This is an optimization exercise on Yosys and OpenROAD, whose aim is small area, not a production implementation.
Only simulation tests tie the RTL to the original design; equivalence was not proved.
No run shown here takes its clock network from TritonCTS; it comes from the design's own scripts or RTL.
The clock port is modelled as an ideal driver, which makes a skipped or thinned clock tree look cheaper than it is; a real chip needs a root buffer or a tree.
Power is estimated from default activity; no workload was simulated.

==> flow/config.mk <==
export PLATFORM = sky130hd
export DESIGN_NAME = MultTop_seq
export DESIGN_NICKNAME = MultTop_seq
export VERILOG_FILES = /design/flow/design.v
export SDC_FILE = /design/flow/constraint.sdc
export NUM_CORES = 4
export LEC_CHECK = 0
export CAP_MARGIN = 20
export CORE_MARGIN = 2
export CORE_UTILIZATION = 80
export PLACE_DENSITY = 0.9
export SLEW_MARGIN = 20
==> flow/constraint.sdc <==
create_clock -name core_clock -period 10.0 [get_ports {clk}]
set_input_delay 2.0000 -clock core_clock [delete_from_list [all_inputs] [get_ports {clk}]]
set_output_delay 2.0000 -clock core_clock [all_outputs]
set_load 0.01 [all_outputs]
==> flow/design.v <==
`timescale 1ns / 1ps
module MultTop_seq(input wire clk, input wire reset, input wire m_enable,
                   input wire [7:0] a, input wire [7:0] b,
                   output wire [3:0] an, output wire [7:0] seg);
    reg  [3:0]  mc;
    reg         rv;       
    reg  [7:0]  ar;       
    reg  [15:0] p;        
    wire m_idle = (mc == 4'd0);
    wire m_done = (mc == 4'd5);
    wire m_first = (mc == 4'd1);
    wire [7:0] addend = ar & {8{p[0]}};
    wire [8:0] cy;
    wire [7:0] sm;
    assign cy[0] = 1'b0;
    genvar gi;
    generate for (gi = 0; gi < 8; gi = gi + 1) begin : rca
        assign sm[gi] = p[8+gi] ^ addend[gi] ^ cy[gi];
        assign cy[gi+1] = (p[8+gi] & addend[gi]) | (cy[gi] & (p[8+gi] ^ addend[gi]));
    end endgenerate
    wire [8:0] sum = {cy[8], sm};
    reg  [5:0]  cn;
    wire busy = cn[5];
    wire c_idle = ~busy;
    wire lastc = busy & (&cn[4:0]);
    wire cn_b = ~busy & cn[0];           
    wire cn_0 = ~busy & ~cn[1] & ~cn[0];
    reg  [15:0] cp;       
    reg  [15:0] l;        
    reg         lt;
    reg         cz;       
    wire diff = cz ? (p != 16'd0) : (p != cp);
    wire cp_load = m_idle & rv & diff & (c_idle | (m_enable & lastc));
    wire start = c_idle & rv & (m_first | diff);
    wire clr = reset | (busy & ~|cn[4:0]);
    wire sbit = cp[~cn[4:1]] & ~reset;
    wire [15:0] li = clr ? 16'd0 : l;
    function [3:0] add3(input [3:0] d);
        add3 = {d[3] | (d[2] & (d[1] | d[0])),
                (d[3] & d[0]) | (d[2] & ~d[1] & ~d[0]),
                (d[3] & ~d[0]) | (~d[2] & d[1]) | (d[1] & d[0]),
                (d[3] & ~d[0]) | (~d[3] & ~d[2] & d[0]) | (d[2] & d[1] & ~d[0])};
    endfunction
    wire [3:0] a_hi = add3(li[15:12]);
    wire [3:0] a_lo = add3(li[11:8]);
    wire [3:0] a_3 = add3(li[7:4]);
    wire cin = cn[0] ? sbit : a_3[3];
    wire [15:0] ln = {li[7:0], a_hi[2:0], a_lo[3], a_lo[2:0], cin};
    always @(posedge clk) begin
        if (reset) mc <= 4'd0;
        else if (m_idle) mc <= {3'd0, m_enable};
        else if (m_done) mc <= 4'd0;
        else mc <= {mc[2:0], mc[3] ^ mc[2] ^ ~|mc[2:0]};
    end
    always @(posedge clk) begin
        if (reset) rv <= 1'b0;
        else if (m_done) rv <= 1'b1;
        else if (m_first) rv <= 1'b0;
        else if (m_idle & m_enable) rv <= rv & diff & lastc;
    end
    always @(posedge clk) begin
        if (m_idle) begin
            ar <= a;
            if (m_enable) p <= {8'd0, b};
        end else if (!m_done) begin
            p <= {sum, p[7:1]};
        end
    end
    always @(posedge clk) begin
        if (reset) cn <= 6'd0;
        else if (c_idle) cn <= start ? 6'd32 : {4'd0, cn[0], 1'b0};
        else if (lastc) cn <= 6'd1;
        else cn <= cn + 6'd1;
    end
    always @(posedge clk) begin
        if (cp_load) cp <= p;
        if (reset) cz <= 1'b1;
        else if (cp_load) cz <= 1'b0;
    end
    always @(posedge clk) begin
        l[15:8] <= ln[15:8];
        l[7:0] <= (busy | reset) ? ln[7:0] : l[15:8];
        lt <= busy ? ~cn[0] : ~lt;
    end
    reg [9:0] lo;
    reg [1:0] sel;
    reg       q;
    wire z9 = ~|lo[8:0];
    wire lend = lo[9] & z9;
    always @(posedge clk or posedge reset) begin
        if (reset) lo <= 10'd0;
        else lo <= {lo[8:0], lo[9] ^ lo[6] ^ z9};
    end
    wire sw = q | (lend & ~(&sel));
    wire [1:0] sel_n = reset ? 2'd0 : sel + {1'b0, sw};
    always @(posedge clk) begin
        sel <= sel_n;
        q <= lend & (&sel);
    end
    reg [3:0] d;
    reg [3:0] sv;
    wire cap0 = cn_0 & start;
    wire capm = cn_b | cap0;
    wire holdm = cn_b | (busy & (|cn[4:0]));
    wire [1:0] idx = sel + {lt, sw | capm};
    reg [3:0] mx;
    always @(*) begin
        case (idx)
            2'd0: mx = l[3:0];
            2'd1: mx = l[7:4];
            2'd2: mx = l[11:8];
            default: mx = l[15:12];
        endcase
    end
    always @(posedge clk) begin
        if (capm) sv <= mx;
        if (reset) d <= 4'd0;
        else if (holdm) begin
            if (sw) d <= sv;
        end else if (sw | ~cap0) d <= mx;
    end
    function [7:0] segdec(input [3:0] v);
        reg p7;
        begin
            p7 = ~v[1] & ~v[3] & (v[2] ^ v[0]);
            segdec = {p7,
                      v[2] & (v[1] ^ v[0]),
                      v[1] & ~v[2] & ~v[0],
                      p7 | (v[2] & v[1] & v[0]),
                      v[0] | (v[2] & ~v[1]),
                      ~v[3] & ((v[1] & v[0]) | (~v[2] & (v[1] | v[0]))),
                      ~v[3] & (v[2] ? (v[1] & v[0]) : ~v[1]),
                      ~(v[3] & (v[2] | v[1]))};
        end
    endfunction
    assign seg = segdec(d);
    assign an = ~(4'd1 << sel);
endmodule
==> flow/flow/run.sh <==
#!/bin/bash
set -euo pipefail
W=$PWD
{ head -n 1 synth_recipe.tcl; cat flow/abc_override.tcl; tail -n +2 synth_recipe.tcl; } > my_synth.tcl
sed "s#SYNTH_SCRIPT=[^ ]*#SYNTH_SCRIPT=$W/my_synth.tcl#" standard.sh > my_standard.sh
grep -q "SYNTH_SCRIPT=$W/my_synth.tcl" my_standard.sh
export MY_ABC_SCRIPT=$W/flow/area.abc
export BUFFER_PORTS_ARGS="-buffer_cell sky130_fd_sc_hd__buf_1"
export PRE_CTS_TCL=$W/flow/pre_cts.tcl
export MY_NBUF=8
export MY_BUFCELL=sky130_fd_sc_hd__inv_4
export MY_ROOT=sky130_fd_sc_hd__inv_2
bash my_standard.sh > standard.log 2>&1
==> flow/flow/abc_override.tcl <==
# Map the combinational logic with an area-oriented ABC script (flow/area.abc)
# instead of ORFS's speed script; the flip-flops are mapped before ABC runs
# and are not touched by it.
proc abc {args} {
  set i [lsearch -exact $args -script]
  if {$i >= 0} {
    set args [lreplace $args [expr {$i + 1}] [expr {$i + 1}] $::env(MY_ABC_SCRIPT)]
  }
  puts "abc with script $::env(MY_ABC_SCRIPT)"
  yosys abc {*}$args
}
==> flow/flow/area.abc <==
&get -n
&st
&dch -f
&nf -R 1000 -F 20 -A 20 -C 32
&put
==> flow/flow/pre_cts.tcl <==
# Clock tree by hand: the clock port drives MY_NBUF clock buffers (a power
# of two), each driving the flip-flops of one region of the placement,
# regions found by recursive bisection at the median.
set nbuf $::env(MY_NBUF)
set bufcell $::env(MY_BUFCELL)
set block [ord::get_db_block]
set db [ord::get_db]
set clk_net [$block findNet clk]
set master [$db findMaster $bufcell]
# the output pin of a buffer or inverter cell
proc out_pin {m} {
  foreach mt [$m getMTerms] {
    if {[$mt getIoType] eq "OUTPUT"} { return [$mt getName] }
  }
}
set items {}
foreach it [$clk_net getITerms] {
  set loc [[$it getInst] getLocation]
  lappend items [list [lindex $loc 0] [lindex $loc 1] $it]
}
proc bisect {items n} {
  if {$n <= 1} { return [list $items] }
  set xs [lsort -integer [lmap e $items {lindex $e 0}]]
  set ys [lsort -integer [lmap e $items {lindex $e 1}]]
  set dx [expr {[lindex $xs end] - [lindex $xs 0]}]
  set dy [expr {[lindex $ys end] - [lindex $ys 0]}]
  set idx [expr {$dx >= $dy ? 0 : 1}]
  set sorted [lsort -integer -index $idx $items]
  set half [expr {[llength $sorted] / 2}]
  set a [lrange $sorted 0 [expr {$half - 1}]]
  set b [lrange $sorted $half end]
  set m [expr {$n / 2}]
  return [concat [bisect $a $m] [bisect $b $m]]
}
set groups [bisect $items $nbuf]
# optional root buffer between the clock port and the leaf buffers
set root_net $clk_net
if {[info exists ::env(MY_ROOT)] && $::env(MY_ROOT) ne ""} {
  set rinst [odb::dbInst_create $block [$db findMaster $::env(MY_ROOT)] "clkbuf_man_root"]
  set root_net [odb::dbNet_create $block "clknet_man_root"]
  $root_net setSigType CLOCK
  [$rinst findITerm A] connect $clk_net
  [$rinst findITerm [out_pin [$db findMaster $::env(MY_ROOT)]]] connect $root_net
  set rx 0; set ry 0
  foreach e $items { set rx [expr {$rx + [lindex $e 0]}]; set ry [expr {$ry + [lindex $e 1]}] }
  $rinst setLocation [expr {$rx / [llength $items]}] [expr {$ry / [llength $items]}]
  $rinst setPlacementStatus PLACED
}
set b 0
foreach grp $groups {
  set inst [odb::dbInst_create $block $master "clkbuf_man_$b"]
  set net [odb::dbNet_create $block "clknet_man_$b"]
  $net setSigType CLOCK
  set sx 0; set sy 0
  foreach e $grp {
    set it [lindex $e 2]
    $it disconnect
    $it connect $net
    set sx [expr {$sx + [lindex $e 0]}]
    set sy [expr {$sy + [lindex $e 1]}]
  }
  set cx [expr {$sx / [llength $grp]}]
  set cy [expr {$sy / [llength $grp]}]
  [$inst findITerm A] connect $root_net
  [$inst findITerm [out_pin $master]] connect $net
  $inst setLocation $cx $cy
  $inst setPlacementStatus PLACED
  puts "manual clock buffer $b: [llength $grp] sinks at $cx $cy"
  incr b
}
detailed_placement
# the tree is complete: make clock_tree_synthesis only propagate the clock
rename clock_tree_synthesis orig_clock_tree_synthesis
proc clock_tree_synthesis {args} {
  puts "clock tree built by hand"
  set_propagated_clock [all_clocks]
}
# the hand-built tree may use inverter pairs; keep them as built
rename repair_clock_inverters orig_repair_clock_inverters
proc repair_clock_inverters {args} {
  puts "clock inverters kept as built"
}
==> flow/standard.sh <==
#!/bin/bash
# synth_recipe.tcl (not shown) runs the flow's synth.tcl, then flattens the netlist and writes it again
# the make line also repeats each setting of config.mk as NAME=value (left out here)
make -C /OpenROAD-flow-scripts/flow DESIGN_CONFIG=/design/flow/config.mk WORK_HOME=/design/flow/orfs CLKGATE_MAP_FILE= SYNTH_SCRIPT=/design/flow/synth_recipe.tcl "${@:-finish}"
==> results of run 1 <==
## cell families after synthesis
logic type / count (synthesis) / synth area share
simple gates: 151 / 0.179
flops: 90 / 0.573
compound gates: 44 / 0.0732
xor+xnor: 23 / 0.0503
fa+ha+maj: 17 / 0.0663
buf+inv: 16 / 0.0150
mux: 12 / 0.0435
## synthesized netlist by cell type, types with 3 or more instances
cell type,count,share of area
nor2_1,52,0.049
nor3_1,10,0.013
a21oi_1,11,0.014
mux4_2,4,0.023
fa_1,7,0.035
xnor2_1,22,0.048
nor4_1,6,0.0094
clkinv_1,16,0.015
a222oi_1,4,0.010
o21ai_0,11,0.014
ha_1,10,0.031
nand4_1,4,0.0063
nor2b_1,5,0.0078
dfrtp_1,10,0.063
or2_0,3,0.0047
mux2i_1,5,0.013
and2_0,18,0.028
nand2_1,35,0.033
nand3_1,6,0.0075
a211oi_1,4,0.0075
dfxtp_1,36,0.18
and3_1,3,0.0047
edfxtp_1,44,0.33
mux2_1,3,0.0084
o22a_1,3,0.0066
## stage by stage
step | instances | utilization
floorplan | 353 | -
global placement | 451 | 0.880
detailed placement | 451 | 0.880
CTS | 460 | 0.891
global route | 460 | 0.892
finish | 460 | 0.892
## layout make-up
| cell class | count | share of cell area |
|---|---|---|
| Tap cell | 67 | 0.0196 |
| Sequential cell | 90 | 0.537 |
| Multi-Input combinational cell | 247 | 0.388 |
| Timing Repair Buffer | 31 | 0.0281 |
| Inverter | 25 | 0.0267 |
## worst reg2reg max path, cell delays in order, from the launching register on
cell,delay [ns]
edfxtp_1,0.56
xnor2_1,0.23
nand4_1,0.13
nor4_1,0.29
o21ai_0,0.14
o21ai_0,0.32
or3_1,0.18
o21ai_0,0.24
or2_0,0.32
ha_1,0.20
xnor2_1,0.14
xnor2_1,0.43
nor2b_1,0.19
a222oi_1,0.37
nand2_1,0.12
mux2_1,0.32
nor2_1,0.10
a211oi_1,0.06
## layout by cell type (no fill, tap or decap), types with 8 or more instances in the layout
| cell type | synthesis | final |
|---|---|---|
| edfxtp_1 | 44 | 44 |
| ha_1 | 10 | 10 |
| xnor2_1 | 22 | 22 |
| dfxtp_1 | 36 | 36 |
| and2_0 | 18 | 18 |
| buf_1 | 0 | 30 |
| nand2_1 | 35 | 35 |
| a21oi_1 | 11 | 10 |
| clkinv_1 | 16 | 16 |
| inv_4 | 0 | 8 |
| dfrtp_1 | 10 | 10 |
| o21ai_0 | 11 | 11 |
| nor2_1 | 52 | 52 |
| nor3_1 | 10 | 10 |
## power groups by stage
stage | Clock (mW) | Sequential [mW] | Combinational, mW
2_1_floorplan | 0 | 0.508 | 0.149
3_3_place_gp | 0 | 0.522 | 0.183
3_5_place_dp | 0 | 0.526 | 0.208
4_1_cts | 0.137 | 0.517 | 0.209
5_1_grt | 0.150 | 0.527 | 0.233
6_report | 0.136 | 0.519 | 0.209
## routing by layer
metal	track usage	part of all wire
met1	0.351	0.38
met2	0.569	0.52
met3	0.0335	0.062
met4	0.115	0.036
met5	0	0
## flip-flops by register name (all words and copies together), names as in the netlist, 4 cells and up
name and cells:
cp 16, l 16, p 16, lo 10, ar 8, cn 6
d 4, mc 4, sv 4
## how the worst min path moves through the flow
stage | start | endpoint | cells after the start
6_report | lo[3] | lo[4] | 0
5_1_grt | lo[3] | lo[4] | 0
4_1_cts | lo[3] | lo[4] | 0
3_5_place_dp | lo[4] | lo[5] | 0
3_3_place_gp | lo[7] | lo[8] | 0
2_1_floorplan | lo[1] | lo[2] | 0
==> key figures, run 1 <==
STA
  • Part of the cycle the worst path needs: 0.446
  • Setup violators final: 0
  • Slew headroom: 0.472
  • RSZ-0062 raised after global routing: no
  • Final worst slack: 5.54 ns
  • Clk_skew: ~0.0094 ns
  • Final hold vios: 0
  • Max Fclk: about 220 MHz
  • Final min period: 4.46 ns
  • Slew @ Worst Pin: just under 0.8 ns
  • Final Max Slew Viols: 0
  • Sum Neg Setup Slack: 0 ns
  • Worst hold slack: 0.393 ns

Layout
  • Final nets: 431
  • Area growth syn-to-layout: 6.66%
  • Multi-input gate area: 0.00166 mm2
  • Fill cells: 211
  • Inserted Diodes: 0
  • Layout cells sized above 1: 0.0407
  • Register area: 0.00229 mm2
  • Final instance area: 0.00427 mm2

Critical path
  • Cells on worst reg2reg path: 17
  • CP Max Fanout: 11
  • Register-to-register setup slack: between 5 and 6 ns
  • Delay of the slowest critical-path stage: 0.56 ns
  • Setup CP Type: register to register
  • CP Capture Point: d[1]
  • WP buf/inv: 0
  • Reg-to-Reg Start: p[0]
  • Worst Setup SP: p[0]
  • CP required: 10.20 ns
  • Highest-delay cell along the critical path: edfxtp_1
  • Top delay family on crit path: simple AND/OR/NAND/NOR gates
  • Stages on worst setup path: 17
  • Worst-path cell chain: xnor2_1, nand4_1, nor4_1, o21ai_0, o21ai_0, or3_1, o21ai_0, or2_0, ha_1, xnor2_1, xnor2_1, nor2b_1, a222oi_1, nand2_1, mux2_1, nor2_1, a211oi_1
  • Worst R2R End: d[1]
  • CP Capture Type: register
  • CP Data Arrival Time: 4.66 ns
  • Crit start category: register

Synthesis
  • Predominant post-synthesis flop cell: edfxtp_1
  • Post-synth ARST share: 0.111
  • Mapped Avg Cell Area: ~11 um2
  • EDFF count, synth: between 40 and 50
  • Count of cell types in the netlist: 39
  • Syn Std Cell Area: 0.00400 mm2
  • Synthesis Warnings: 1
  • Post-synthesis sequential area ratio: 0.573
  • Register bit count reported by yosys: 90
  • Syn_nets: between 300 and 400
  • Mapped Cells: 353

Clocking
  • Post-CTS Setup Repair Bufs: 0
  • Clk Latency, worst-skew pair: about 0.34 ns
  • Hold_buf cts: 0
  • # resized after CTS: 0
  • CTS clk-pin slew, worst paths: 0.12 ns

Detailed routing
  • Post-route ant nets: 0
  • Residual DRC: 0
  • Detailed router's first-iteration violation count: 241
  • Pre-antenna DRT Iters: 6
  • Post-Route WL: 8000 um
  • Routed WL per cell: 17.4 um
  • Vias per cell: 6.23
  • Via Count: 2867

GRT
  • GRT Util Overall: 0.301
  • Pin count of the biggest net entering global routing: 22
  • GRT overflow: 0
  • First-pass GRT wire length: 12700 um
  • Via count of the first global-routing pass: 2838
  • Number of antenna violations at the first check in global routing: 0

Pwr
  • Overall Power: 864 uW
  • P_leak: roughly 1.6 nW
  • Combinational share of power: 0.242
  • PwrDens: around 200 mW/mm2
  • Max VDD drop: about 0.19 mV
  • Internal power: roughly 560 uW
  • Seq pwr share: 0.600
  • Sw frac: 0.351
  • Clock share of power: 0.157
  • Sw power: 304 uW

Placed design
  • # port buffers: 30
  • DP Area: 0.00421 mm2
  • Dpl ws: ~5.7 ns
  • Hpwl dp: roughly 6000 um
  • GPL Wtd Cong: just under 0.9

Worst hold path
  • Worst Hold Class: register to register

Floorplanning
  • Core area: 0.00479 mm2
  • Die area: 0.00558 mm2
  • Chip Width: around 75 um
  • Row cnt: 25
  • Die Ht: 74.7 um
  • Initial Util: 0.836
  • I/O pin total: 31

Job
  • Max-cap check violation count: 0

Outcome
  • Status: complete, no violations
==> inputs of run 2 (changes only) <==
--- a/flow/design.v
+++ b/flow/design.v
@@ -80,7 +80,7 @@
     always @(posedge clk) begin
         l[15:8] <= ln[15:8];
         l[7:0] <= (busy | reset) ? ln[7:0] : l[15:8];
-        lt <= busy ? ~cn[0] : ~lt;
+        lt <= reset ? 1'b0 : busy ? ~cn[0] : ~lt;
     end
     reg [9:0] lo;
     reg [1:0] sel;
==> run 2 against run 1 <==
  * Fmax is 0.14% higher
  * Core utilization stayed put
  * Final cell count is 0.22% higher
  * Power is 2.0% lower
  * Routed wire length is 5.0% higher
  * Die area hardly changed
  * Worst setup slack better by 0.0064 ns
  * First-iteration DRC count is 14% lower
  * Sequential power hardly changed
  * Critical path type unchanged
  * Largest cell class unchanged
  * Largest power group unchanged
==> key figures, run 2 <==
Outcome
  • Status: complete, no violations

Job
  • Max-cap check violation count: 0

Synthesis
  • Synth area leaders: edfxtp_1 33%, dfxtp_1 18%, dfrtp_1 6.3%
  • Syn Std Cell Area: roughly 0.0040 mm2
  • Top post-synthesis cells by count: 52 x nor2_1, 44 x edfxtp_1, 36 x dfxtp_1
  • Register bit count reported by yosys: 90
  • Synthesis Warnings: 1
  • Most frequent cell after synthesis: nor2_1
  • Predominant post-synthesis flop cell: edfxtp_1
  • Area leader, netlist: edfxtp_1
  • EDFF count, synth: 44
  • Post-synthesis sequential area ratio: 0.573
  • Post-synth ARST share: 0.111
  • Count of cell types in the netlist: 39
  • Mapped Avg Cell Area: between 10 and 15 um2
  • Mapped Cells: 353
  • Share of the synthesized area in the top cell type: 0.331
  • Syn_nets: about 400

Critical path
  • Setup CP Type: register to register
  • CP Data Arrival Time: 4.68 ns
  • Cells on worst reg2reg path: 17
  • Worst R2R End: d[0]
  • CP Capture Type: register
  • Reg-to-Reg Start: p[0]
  • CP Max Fanout: 11
  • Crit start category: register
  • CP required: 10.23 ns
  • Register-to-register setup slack: 5.55 ns

GRT
  • Number of antenna violations at the first check in global routing: 0
  • Via count of the first global-routing pass: 2806
  • First-pass GRT wire length: 13200 um
  • GRT overflow: 0
  • Pin count of the biggest net entering global routing: 22
  • GRT Util Overall: 0.315

STA
  • Clk_skew: about 0.015 ns
  • Final min period: 4.45 ns
  • Sum Neg Setup Slack: 0 ns
  • RSZ-0062 raised after global routing: no
  • Slew @ Worst Pin: 0.739 ns
  • Slew headroom: 0.502
  • Part of the cycle the worst path needs: 0.445
  • Max Fclk: ~220 MHz
  • Final hold vios: 0
  • Final Max Slew Viols: 0
  • Setup violators final: 0

Floorplanning
  • Initial Util: 0.835
  • Die area: approximately 0.0056 mm2
  • Die Ht: 74.7 um
  • Core area: 0.00479 mm2
  • Row cnt: 25
  • Chip Width: roughly 75 um
  • I/O pin total: 31

Placed design
  • # port buffers: 30
  • Dpl cells: 452
  • GPL Wtd Cong: 0.817
  • Hpwl dp: 5840 um

Detailed routing
  • Via Count: between 2000 and 3000
  • Post-route ant nets: 0
  • Post-Route WL: 8400 um
  • Detailed router's first-iteration violation count: ~210
  • Pre-antenna DRT Iters: 5
  • Routed WL per cell: 18.2 um
  • Vias per cell: 6.30
  • Residual DRC: 0

Pwr
  • P_leak: 1.57 nW
  • Max VDD drop: roughly 0.18 mV
  • PwrDens: 198 mW/mm2
  • Overall Power: 847 uW

Worst hold path
  • Min-Delay Path Depth: 0
  • Hold Startpoint: lo[7]
  • Worst Hold Class: register to register
  • Worst Hold End: lo[8]

Clocking
  • Hold_buf cts: 0
  • CTS clk-pin slew, worst paths: 0.12 ns
  • Post-CTS Setup Repair Bufs: 0
  • Clk Latency, worst-skew pair: 0.36 ns
  • # resized after CTS: 0

Layout
  • Most frequent cells in the layout: 52 x nor2_1, 44 x edfxtp_1, 36 x dfxtp_1, 35 x nand2_1, 30 x buf_1
  • Layout cells sized above 1: 0.0406
  • Area growth syn-to-layout: 6.76%
  • Layout Cells excl Fill: 461
  • Final nets: around 430
  • Largest registers: cp (16), l (16), p (16)
  • Inserted Diodes: 0
  • Commonest non-fill, non-tap cell in the layout: nor2_1
==> run 2: cell types whose count changed after synthesis <==
cell     delta
o21ai_0     +1
mux2i_1     -1
a21oi_1     -1
o22ai_1     +1
==> run 2: area by class of cell <==
cell class	count	area, um2
repair buffers	32	128
flip-flops and latches	90	2290
well taps	67	83.8
inverters	25	114
multi-input cells	247	1650
fillers	224	518
==> run 2: per-layer routing <==
metal,track usage,up-vias,part of all wire
met4,0.107,0,0.036
li1,-,1337,-
met1,0.377,1399,0.38
met3,0.0402,28,0.062
met2,0.587,142,0.52
met5,0,-,0
==> run 2: worst max-delay path by stage <==
stage,from,end,slack [ns],cells after the start
floorplan,m_enable,cp[0],6.20,2
global placement,reset,l[0],5.78,8
detailed placement,p[0],d[0],5.70,17
CTS,p[0],d[0],5.64,17
global route,p[0],d[0],5.12,17
finish,p[0],d[0],5.55,17
==> run 2: through the flow <==
| step | hold WS, ns | util | worst slack (ns) | area (um2) |
|---|---|---|---|---|
| after floorplan | 0.354 | - | 6.20 | 4000 |
| after global placement | 0.358 | 0.881 | 5.78 | 4210 |
| after detailed placement | 0.366 | 0.881 | 5.70 | 4210 |
| after CTS | 0.399 | 0.892 | 5.64 | 4270 |
| after global routing | 0.401 | 0.892 | 5.12 | 4270 |
| final | 0.394 | 0.892 | 5.55 | 4270 |
==> run 2: critical path: stages (launching register included) <==
cell and delay (ns):
edfxtp_1 0.57, xnor2_1 0.33, nand4_1 0.13, nor4_1 0.30, o21ai_0 0.15, o21ai_0 0.26, or3_1 0.16, o21ai_0 0.24
or2_0 0.30, ha_1 0.19, xnor2_1 0.13, xnor2_1 0.44, nor2b_1 0.18, a222oi_1 0.37, nand2_1 0.12, mux2_1 0.30
nor2_1 0.09, a211oi_1 0.06
==> run 2: cells by family (layout without fill, tap and decap cells) <==
family                     Yosys count  in the layout  synth area share
and+or+nand+nor                    151            151             0.179
DFF                                 90             90             0.573
AOI/OAI and AO/OA                   45             45            0.0748
xor gates and xnor gates            23             23            0.0504
adders and majority gates           17             17            0.0664
buffers and inverters               16             57            0.0150
muxes                               11             11            0.0410
==> run 2: power by group <==
part,total (mW),internal [mW],switching [mW]
sequential,0.517,0.458,0.0589
combinational,0.192,0.0762,0.116
clock,0.138,0.0150,0.123
total,0.847,0.549,0.297
==> inputs of run 3 (changes only) <==
--- a/flow/flow/run.sh
+++ b/flow/flow/run.sh
@@ -8,6 +8,6 @@
 export BUFFER_PORTS_ARGS="-buffer_cell sky130_fd_sc_hd__buf_1"
 export PRE_CTS_TCL=$W/flow/pre_cts.tcl
 export MY_NBUF=8
-export MY_BUFCELL=sky130_fd_sc_hd__inv_4
+export MY_BUFCELL=sky130_fd_sc_hd__inv_6
 export MY_ROOT=sky130_fd_sc_hd__inv_2
 bash my_standard.sh > standard.log 2>&1
==> run 3 against run 2 <==
  * Critical path depth is the same
  * Final cell count unchanged
  * Flip-flop and latch count is the same
  * Synthesized cell count unchanged
  * Area after synthesis did not move
  * Highest routed layer unchanged
==> key figures, run 3 <==
Pwr
  • PwrDens: 202 mW/mm2
  • Max VDD drop: 0.188 mV
  • P_leak: 1.57 nW

Synthesis
  • Count of cell types in the netlist: 39
  • Synthesis Warnings: 1
  • Mapped Avg Cell Area: 11.3 um2
  • Most frequent cell after synthesis: nor2_1
  • Predominant post-synthesis flop cell: edfxtp_1
  • Syn_nets: 389
  • EDFF count, synth: 44
  • Post-synth ARST share: 0.111
  • Share of the synthesized area in the top cell type: 0.331
  • Syn Std Cell Area: 0.00400 mm2
  • Top post-synthesis cells by count: 52 x nor2_1, 44 x edfxtp_1, 36 x dfxtp_1
  • Post-synthesis sequential area ratio: 0.573
  • Synth area leaders: edfxtp_1 33%, dfxtp_1 18%, dfrtp_1 6.3%
  • Register bit count reported by yosys: 90
  • Mapped Cells: about 350
  • Area leader, netlist: edfxtp_1

Critical path
  • Crit start category: register
  • Worst Setup SP: p[0]
  • CP Max Fanout: 11
  • Setup CP Type: register to register
  • CP Data Arrival Time: roughly 4.6 ns
  • Reg-to-Reg Start: p[0]
  • CP required: 10.27 ns
  • CP Capture Type: register

Layout
  • Fill cells: 212
  • Layout cells sized above 1: 0.0406
  • Final nets: 432
  • Layout Cells excl Fill: roughly 460
  • Most frequent cells in the layout: 52 x nor2_1, 44 x edfxtp_1, 36 x dfxtp_1, 35 x nand2_1, 30 x buf_1
  • Largest registers: cp (16), l (16), p (16)
  • Register area: 0.00229 mm2
  • Area growth syn-to-layout: 7.26%
  • Multi-input gate area: 0.00165 mm2
  • Inserted Diodes: 0
  • Commonest non-fill, non-tap cell in the layout: nor2_1

STA
  • Part of the cycle the worst path needs: 0.435
  • Clk_skew: 0.0173 ns
  • Final min period: approximately 4.4 ns
  • Max Fclk: 230 MHz
  • Slew @ Worst Pin: 0.742 ns
  • Slew headroom: 0.500
  • RSZ-0062 raised after global routing: no
  • Final Max Slew Viols: 0
  • Setup violators final: 0
  • Sum Neg Setup Slack: 0 ns
  • Final hold vios: 0

GRT
  • Number of antenna violations at the first check in global routing: 0
  • Pin count of the biggest net entering global routing: 22
  • GRT overflow: 0
  • Via count of the first global-routing pass: 2830
  • GRT Util Overall: 0.334
  • First-pass GRT wire length: 13900 um

Clocking
  • CTS clk-pin slew, worst paths: 0.11 ns
  • Post-CTS Setup Repair Bufs: 0
  • Clk Latency, worst-skew pair: 0.41 ns
  • Hold_buf cts: 0
  • # resized after CTS: 0

Outcome
  • Status: complete, no violations

Detailed routing
  • Detailed router's first-iteration violation count: 232
  • Routed WL per cell: 19.1 um
  • Vias per cell: approximately 6.4
  • Post-route ant nets: 0
  • Residual DRC: 0
  • Pre-antenna DRT Iters: 5
  • Via Count: between 2000 and 3000
  • Post-Route WL: 8800 um

Floorplanning
  • Chip Width: around 75 um
  • Row cnt: 25
  • Initial Util: 0.835
  • Core area: 0.00479 mm2
  • I/O pin total: 31
  • Die Ht: 74.7 um
  • Die area: 0.00558 mm2

Job
  • Max-cap check violation count: 0

Placed design
  • GPL Wtd Cong: 0.817
  • # port buffers: 30
  • Dpl cells: about 450
  • Hpwl dp: 5840 um

Worst hold path
  • Hold Startpoint: lo[7]
  • Worst Hold Class: register to register
run 3: cell types whose count changed in the layout (fill, tap and decap cells not counted):
cell / delta
inv_6: +8
inv_4: -8
run 3: cells by family after synthesis:
| kind of cell | share of synthesized area |
|---|---|
| buf+inv | 0.0150 |
| flops | 0.573 |
| fa+ha+maj | 0.0664 |
| xor+xnor | 0.0504 |
| simple gates | 0.179 |
| mux | 0.0410 |
| compound gates | 0.0748 |
run 3: power breakdown:
group	total [mW]	internal, mW	switching, mW
clock network	0.155	0.0220	0.133
logic	0.195	0.0762	0.119
registers	0.518	0.458	0.0599
total	0.868	0.556	0.312
run 3: path summary, 6_finish.rpt:
path | endpoint | slack (ns) | cells past startpoint
worst max-delay path | d[0] | 5.65 | 17
worst min-delay path | lo[8] | 0.38 | 0
worst max register to register | d[0] | 5.65 | 17
worst min register to register | lo[8] | 0.38 | 0
max in group asynchronous | lo[1] | 7.90 | 2
min in group asynchronous | lo[9] | 1.85 | 2
run 3: layer usage:
metal	vias to the layer above	share of wire	track usage	wire [um]
met4	0	0.037	0.0933	329
met5	-	0	0	0
met3	34	0.073	0.0469	641
met2	179	0.52	0.615	4560
met1	1404	0.37	0.415	3270
li1	1334	-	-	-
run 3: cell type report:
class / count / area share
multi-input combinational: 247 / 0.385
tap: 67 / 0.0196
inverter: 25 / 0.0312
timing repair buffer: 32 / 0.0298
sequential: 90 / 0.535
run 3: metrics by stage:
step | util | total power [mW] | setup slack [ns] | instance area [um2] | hold WS [ns]
2_1_floorplan | - | 0.632 | 6.20 | 4000 | 0.354
3_3_place_gp | 0.881 | 0.676 | 5.78 | 4210 | 0.358
3_5_place_dp | 0.881 | 0.704 | 5.70 | 4210 | 0.366
4_1_cts | 0.896 | 0.862 | 5.69 | 4290 | 0.393
5_1_grt | 0.896 | 0.904 | 5.17 | 4290 | 0.388
6_report | 0.896 | 0.868 | 5.65 | 4290 | 0.385
run 3: worst max-delay path: stages (launching register included):
cell and delay, ns:
edfxtp_1 0.58, xnor2_1 0.28, nand4_1 0.12, nor4_1 0.30, o21ai_0 0.16, o21ai_0 0.26, or3_1 0.16, o21ai_0 0.24
or2_0 0.30, ha_1 0.19, xnor2_1 0.13, xnor2_1 0.44, nor2b_1 0.19, a222oi_1 0.34, nand2_1 0.11, mux2_1 0.30
nor2_1 0.09, a211oi_1 0.06
==> inputs of run 4 (changes only) <==
--- a/flow/flow/run.sh
+++ b/flow/flow/run.sh
@@ -8,6 +8,6 @@
 export BUFFER_PORTS_ARGS="-buffer_cell sky130_fd_sc_hd__buf_1"
 export PRE_CTS_TCL=$W/flow/pre_cts.tcl
 export MY_NBUF=8
-export MY_BUFCELL=sky130_fd_sc_hd__inv_6
-export MY_ROOT=sky130_fd_sc_hd__inv_2
+export MY_BUFCELL=sky130_fd_sc_hd__inv_4
+export MY_ROOT=sky130_fd_sc_hd__inv_4
 bash my_standard.sh > standard.log 2>&1
==> run 4 against run 3 <==
  * Design area fell by 0.41%
  * Worst setup slack lost 0.082 ns
  * Die area unchanged
  * Final cell count stayed put
  * Fmax shrank 1.8%
  * Critical path depth unchanged
  * Sequential power hardly changed
  * Register-to-register slack got worse by 0.08 ns
  * Routed wire length fell by 6.8%
  * Critical endpoint unchanged
  * Combinational power barely moved
  * Clock power decreased by about 10%
  * Critical path type unchanged
  * Flip-flop and latch count unchanged
==> key figures, run 4 <==
STA
  • Final Max Slew Viols: 0
  • Clk_skew: 0.0105 ns
  • Worst hold slack: 0.382 ns
  • Max Fclk: 225 MHz
  • Final min period: between 4 and 5 ns
  • Final hold vios: 0
  • Part of the cycle the worst path needs: 0.444
  • Slew @ Worst Pin: ~0.75 ns
  • Sum Neg Setup Slack: 0 ns
  • Setup violators final: 0
  • Slew headroom: 0.498
  • RSZ-0062 raised after global routing: no

GRT
  • Number of antenna violations at the first check in global routing: 0
  • GRT Util Overall: 0.306
  • GRT overflow: 0
  • Pin count of the biggest net entering global routing: 22
  • Via count of the first global-routing pass: 2767
  • First-pass GRT wire length: 12800 um

Synthesis
  • Share of the synthesized area in the top cell type: 0.331
  • Top post-synthesis cells by count: 52 x nor2_1, 44 x edfxtp_1, 36 x dfxtp_1
  • Synthesis Warnings: 1
  • Mapped Avg Cell Area: 11.3 um2
  • EDFF count, synth: 44
  • Count of cell types in the netlist: 39
  • Register bit count reported by yosys: 90
  • Syn Std Cell Area: 0.00400 mm2
  • Mapped Cells: 353
  • Area leader, netlist: edfxtp_1
  • Synth area leaders: edfxtp_1 33%, dfxtp_1 18%, dfrtp_1 6.3%
  • Post-synthesis sequential area ratio: 0.573
  • Post-synth ARST share: 0.111
  • Most frequent cell after synthesis: nor2_1
  • Predominant post-synthesis flop cell: edfxtp_1
  • Syn_nets: 389

Critical path
  • Worst-path cell chain: xnor2_1, nand4_1, nor4_1, o21ai_0, o21ai_0, or3_1, o21ai_0, or2_0, ha_1, xnor2_1, xnor2_1, nor2b_1, a222oi_1, nand2_1, mux2_1, nor2_1, a211oi_1
  • Setup CP Type: register to register
  • Highest-delay cell along the critical path: edfxtp_1
  • CP Capture Type: register
  • Crit start category: register
  • Delay of the slowest critical-path stage: 0.56 ns
  • CP required: 10.10 ns
  • CP Max Fanout: 11
  • CP Data Arrival Time: 4.54 ns

Clocking
  • Post-CTS Setup Repair Bufs: 0
  • Clk Latency, worst-skew pair: 0.24 ns
  • # resized after CTS: 0
  • CTS clk-pin slew, worst paths: 0.11 ns
  • Hold_buf cts: 0

Layout
  • Final core utilization: 0.892
  • Most frequent cells in the layout: 52 x nor2_1, 44 x edfxtp_1, 36 x dfxtp_1, 35 x nand2_1, 30 x buf_1
  • Final nets: 432
  • Largest registers: cp (16), l (16), p (16)
  • Inserted Diodes: 0
  • Area growth syn-to-layout: 6.82%
  • Register area: 0.00229 mm2
  • Commonest non-fill, non-tap cell in the layout: nor2_1
  • Layout cells sized above 1: 0.0406
  • Fill cells: between 200 and 250
  • Multi-input gate area: 0.00165 mm2

Detailed routing
  • Vias per cell: ~6.2
  • Routed WL per cell: 17.8 um
  • Post-route ant nets: 0
  • Post-Route WL: 8200 um
  • Met1 Wirelength: roughly 3200 um
  • Residual DRC: 0
  • Top layer in use: met4
  • Routed wl met3: 379 um
  • Pre-antenna DRT Iters: 6
  • Detailed router's first-iteration violation count: about 170
  • Met2 wire len: 4360 um
  • Via Count: 2853

Placed design
  • Hpwl dp: 5840 um
  • GPL Wtd Cong: 0.817
  • # port buffers: 30

Floorplanning
  • I/O pin total: 31
  • Die area: 0.00558 mm2
  • Die Ht: roughly 75 um
  • Chip Width: approximately 75 um
  • Initial Util: 0.835
  • Core area: 0.00479 mm2
  • Row cnt: 25

Pwr
  • Max VDD drop: 0.188 mV
  • Overall Power: 845 uW
  • PwrDens: between 150 and 200 mW/mm2
  • P_leak: 1.57 nW

Job
  • Max-cap check violation count: 0

Outcome
  • Status: complete, no violations

Worst hold path
  • Worst Hold Class: register to register
run 4: cell counts after synthesis:
No cell type changed its count.
run 4: report_power, final:
group / leakage [nW] / internal, mW / switching [mW]
sequential: 0.839 / 0.458 / 0.0567
combinational: 0.689 / 0.0758 / 0.116
clock: 0.0402 / 0.0155 / 0.123
run 4: cells by family after synthesis:
| group | after synthesis | synth area share |
|---|---|---|
| mux | 11 | 0.0410 |
| simple gates | 151 | 0.179 |
| compound gates | 45 | 0.0748 |
| flops | 90 | 0.573 |
| xor+xnor | 23 | 0.0504 |
| fa+ha+maj | 17 | 0.0664 |
| buf+inv | 16 | 0.0150 |
run 4: layout make-up:
class | count | area share
Inverter | 25 | 0.0272
Multi-Input combinational cell | 247 | 0.386
Sequential cell | 90 | 0.537
Tap cell | 67 | 0.0196
Timing Repair Buffer | 32 | 0.0299
run 4: critical path: cells and delay by family (launching register included):
family / cells / cell delay, ns
muxes: 1 / 0.30
and+or+nand+nor: 7 / 1.28
adders and majority gates: 1 / 0.19
DFF: 1 / 0.56
AOI/OAI and AO/OA: 5 / 1.06
xor gates and xnor gates: 3 / 0.92
run 4: final timing paths:
path,from,endpoint,slack [ns],cells past startpoint
setup / recovery,p[0],d[0],5.56,17
hold / removal,lo[7],lo[8],0.38,0
setup reg to reg,p[0],d[0],5.56,17
hold reg to reg,lo[7],lo[8],0.38,0
max in group asynchronous,reset,lo[1],7.74,2
min in group asynchronous,reset,lo[8],2.01,2
run 4: layer usage:
metal | GRT usage | up-vias
li1 | - | 1332
met5 | 0 | -
met1 | 0.362 | 1383
met4 | 0.109 | 0
met3 | 0.0375 | 28
met2 | 0.576 | 110
run 4: through the flow:
stage / cells / instance area, um2 / worst slack (ns)
after floorplan: 353 / 4000 / 6.20
after CTS: 461 / 4270 / 5.65
after global placement: 452 / 4210 / 5.78
after detailed placement: 452 / 4210 / 5.70
after global routing: 461 / 4270 / 5.12
final: 461 / 4270 / 5.56
==> inputs of run 5 (changes only) <==
--- a/flow/design.v
+++ b/flow/design.v
@@ -80,7 +80,7 @@
     always @(posedge clk) begin
         l[15:8] <= ln[15:8];
         l[7:0] <= (busy | reset) ? ln[7:0] : l[15:8];
-        lt <= reset ? 1'b0 : busy ? ~cn[0] : ~lt;
+        lt <= busy ? ~cn[0] : ~lt;
     end
     reg [9:0] lo;
     reg [1:0] sel;
--- a/flow/flow/run.sh
+++ b/flow/flow/run.sh
@@ -8,6 +8,6 @@
 export BUFFER_PORTS_ARGS="-buffer_cell sky130_fd_sc_hd__buf_1"
 export PRE_CTS_TCL=$W/flow/pre_cts.tcl
 export MY_NBUF=8
-export MY_BUFCELL=sky130_fd_sc_hd__inv_4
-export MY_ROOT=sky130_fd_sc_hd__inv_4
+export MY_BUFCELL=sky130_fd_sc_hd__clkbuf_4
+export MY_ROOT=sky130_fd_sc_hd__clkbuf_4
 bash my_standard.sh > standard.log 2>&1
--- a/flow/config.mk
+++ b/flow/config.mk
@@ -7,6 +7,6 @@
 export LEC_CHECK = 0
 export CAP_MARGIN = 20
 export CORE_MARGIN = 2
-export CORE_UTILIZATION = 80
-export PLACE_DENSITY = 0.9
+export CORE_UTILIZATION = 70
+export PLACE_DENSITY = 0.85
 export SLEW_MARGIN = 20
==> run 5 against run 4 <==
  * Die area grew 14%
  * Design area grew 0.41%
  * Combinational power grew 6%
  * Final cell count grew 0.87%
  * Critical endpoint unchanged
  * Largest power group unchanged
==> key figures, run 5 <==
STA
  • Final min period: 4.24 ns
  • Setup violators final: 0
  • Sum Neg Setup Slack: 0 ns
  • RSZ-0062 raised after global routing: no
  • Final worst slack: roughly 5.8 ns
  • Part of the cycle the worst path needs: 0.424
  • Slew @ Worst Pin: 0.805 ns
  • Worst hold slack: 0.397 ns
  • Clk_skew: 0.0139 ns
  • Final hold vios: 0
  • Slew headroom: 0.464
  • Final Max Slew Viols: 0
  • Max Fclk: 236 MHz

Floorplanning
  • Core area: 0.00551 mm2
  • Initial Util: 0.727
  • Chip Width: 79.6 um
  • Die Ht: 79.6 um
  • Row cnt: 27
  • Die area: around 0.0063 mm2
  • I/O pin total: 31

Placed design
  • # port buffers: 30
  • Dpl ws: 5.81 ns
  • Hpwl dp: 5250 um
  • Dpl cells: 456
  • DP Area: 0.00422 mm2
  • GPL Wtd Cong: 0.802

Critical path
  • Crit start category: register
  • Reg-to-Reg Start: p[0]
  • Cells on worst reg2reg path: 17
  • Worst-path cell chain: xnor2_1, nand4_1, nor4_1, o21ai_0, o21ai_0, or3_1, o21ai_0, or2_0, ha_1, xnor2_1, xnor2_1, nor2b_1, a222oi_1, nand2_1, mux2_1, nor2_1, a211oi_1
  • CP Capture Type: register
  • CP required: 10.29 ns
  • CP Data Arrival Time: 4.53 ns
  • Highest-delay cell along the critical path: edfxtp_1
  • Setup CP Type: register to register
  • Delay of the slowest critical-path stage: 0.55 ns
  • WP buf/inv: 0
  • Top delay family on crit path: simple AND/OR/NAND/NOR gates
  • CP Max Fanout: 11
  • Worst Setup SP: p[0]
  • Stages on worst setup path: 17

Layout
  • Area growth syn-to-layout: 7.16%
  • Layout cells sized above 1: 0.0407
  • Most frequent cells in the layout: 52 x nor2_1, 44 x edfxtp_1, 36 x dfxtp_1, 35 x nand2_1, 30 x buf_1
  • Final nets: 431
  • Largest registers: cp (16), l (16), p (16)
  • Layout Cells excl Fill: 465
  • Fill cells: between 300 and 400
  • Commonest non-fill, non-tap cell in the layout: nor2_1
  • Inserted Diodes: 0
  • Final instance area: 0.00429 mm2

Clocking
  • Hold_buf cts: 0
  • Post-CTS Setup Repair Bufs: 0
  • CTS clk-pin slew, worst paths: around 0.11 ns
  • # resized after CTS: 0
  • Clk Latency, worst-skew pair: 0.44 ns

Detailed routing
  • Pre-antenna DRT Iters: 5
  • Routed wl met3: 357 um
  • Post-Route WL: 7290 um
  • Routed WL per cell: around 16 um
  • Top layer in use: met4
  • Met2 wire len: ~3700 um
  • Met1 Wirelength: 3060 um
  • Post-route ant nets: 0
  • Detailed router's first-iteration violation count: 139
  • Residual DRC: 0
  • Via Count: 2764
  • Vias per cell: 5.94

Pwr
  • Max VDD drop: around 0.17 mV
  • PwrDens: 202 mW/mm2
  • P_leak: 1.56 nW

Job
  • Max-cap check violation count: 0

Synthesis
  • Mapped Avg Cell Area: ~11 um2
  • Synth area leaders: edfxtp_1 33%, dfxtp_1 18%, dfrtp_1 6.3%
  • Register bit count reported by yosys: 90
  • Count of cell types in the netlist: 39
  • Synthesis Warnings: 1
  • Predominant post-synthesis flop cell: edfxtp_1
  • Post-synth ARST share: 0.111
  • Most frequent cell after synthesis: nor2_1
  • Mapped Cells: around 350
  • Share of the synthesized area in the top cell type: 0.330
  • Top post-synthesis cells by count: 52 x nor2_1, 44 x edfxtp_1, 36 x dfxtp_1
  • Syn Std Cell Area: 0.00400 mm2
  • Area leader, netlist: edfxtp_1
  • Post-synthesis sequential area ratio: 0.573
  • EDFF count, synth: 44
  • Syn_nets: between 300 and 400

Worst hold path
  • Worst Hold Class: register to register
  • Min-Delay Path Depth: 0
  • Hold Startpoint: lo[0]

GRT
  • GRT overflow: 0
  • Via count of the first global-routing pass: 2663
  • Pin count of the biggest net entering global routing: 22
  • Number of antenna violations at the first check in global routing: 0
  • GRT Util Overall: 0.243
  • First-pass GRT wire length: 12200 um

Outcome
  • Status: complete, no violations
-- run 5: cells by family after synthesis --
kind of cell / Yosys count / share of synthesized area
flops: 90 / 0.573
fa+ha+maj: 17 / 0.0663
simple gates: 151 / 0.179
buf+inv: 16 / 0.0150
xor+xnor: 23 / 0.0503
compound gates: 44 / 0.0732
mux: 12 / 0.0435
-- run 5: metal layers --
layer / vias to the layer above / global-route usage
li1: 1337 / -
met1: 1337 / 0.310
met2: 75 / 0.446
met3: 15 / 0.0283
met4: 0 / 0.0552
met5: - / 0
-- run 5: final cells by class --
class | count | area, um2 | area share
Inverter | 16 | 60.1 | 0.0140
Multi-Input combinational cell | 247 | 1660 | 0.387
Sequential cell | 90 | 2290 | 0.535
Tap cell | 72 | 90.1 | 0.0210
Buffer | 9 | 67.6 | 0.0158
Timing Repair Buffer | 31 | 120 | 0.0280
-- run 5: stage by stage --
step	utilization	power, mW
2_1_floorplan	-	0.657
3_3_place_gp	0.766	0.708
3_5_place_dp	0.766	0.725
4_1_cts	0.778	0.871
5_1_grt	0.779	0.922
6_report	0.779	0.866
-- run 5: report_power, final --
part	internal, mW	switching, mW	leakage, nW
sequential	0.461	0.0553	0.838
combinational	0.0834	0.120	0.685
clock	0.0419	0.104	0.0414
-- run 5: final timing paths --
check,to,slack (ns)
min reg2reg,lo[1],0.40
min,lo[1],0.40
max in group asynchronous,lo[2],7.86
max reg2reg,d[0],5.76
max,d[0],5.76
min in group asynchronous,lo[4],1.89

==> what the ideal ports hide <==
How much do the figures lean on ideal ports? The routed layouts below were timed once more, with nothing changed but the port constraints. Step 1 sets driving cells, clkbuf_16 on the clock port and buf_2 on the other inputs (assumed; they add their load-dependent delay and slew). Step 2 times the ports against the registers' clock, not the clock port: input delays grow and output delays shrink by t, the midpoint of the rising clock arrivals with the driver on. a / b / c = no drivers / after step 1 / after step 2; a / b = the first two.
run | shift t [ns] | setup WS [ns] | worst setup path after step 2 | clock arrival spread, ns
run 1 | 0.364 | 5.543 / 5.542 / 5.542 | register to register | 0.010 / 0.010
run 2 | 0.384 | 5.549 / 5.549 / 5.549 | register to register | 0.015 / 0.015
run 3 | 0.434 | 5.645 / 5.645 / 5.645 | register to register | 0.018 / 0.017
run 4 | 0.269 | 5.563 / 5.563 / 5.563 | register to register | 0.011 / 0.010
run 5 | 0.457 | 5.758 / 5.758 / 5.758 | register to register | 0.015 / 0.014
After both steps every run listed still meets setup and hold. For run 1, which loses most, drivers alone change the setup slack by -0.001 ns; drivers and shift together by -0.001 ns.
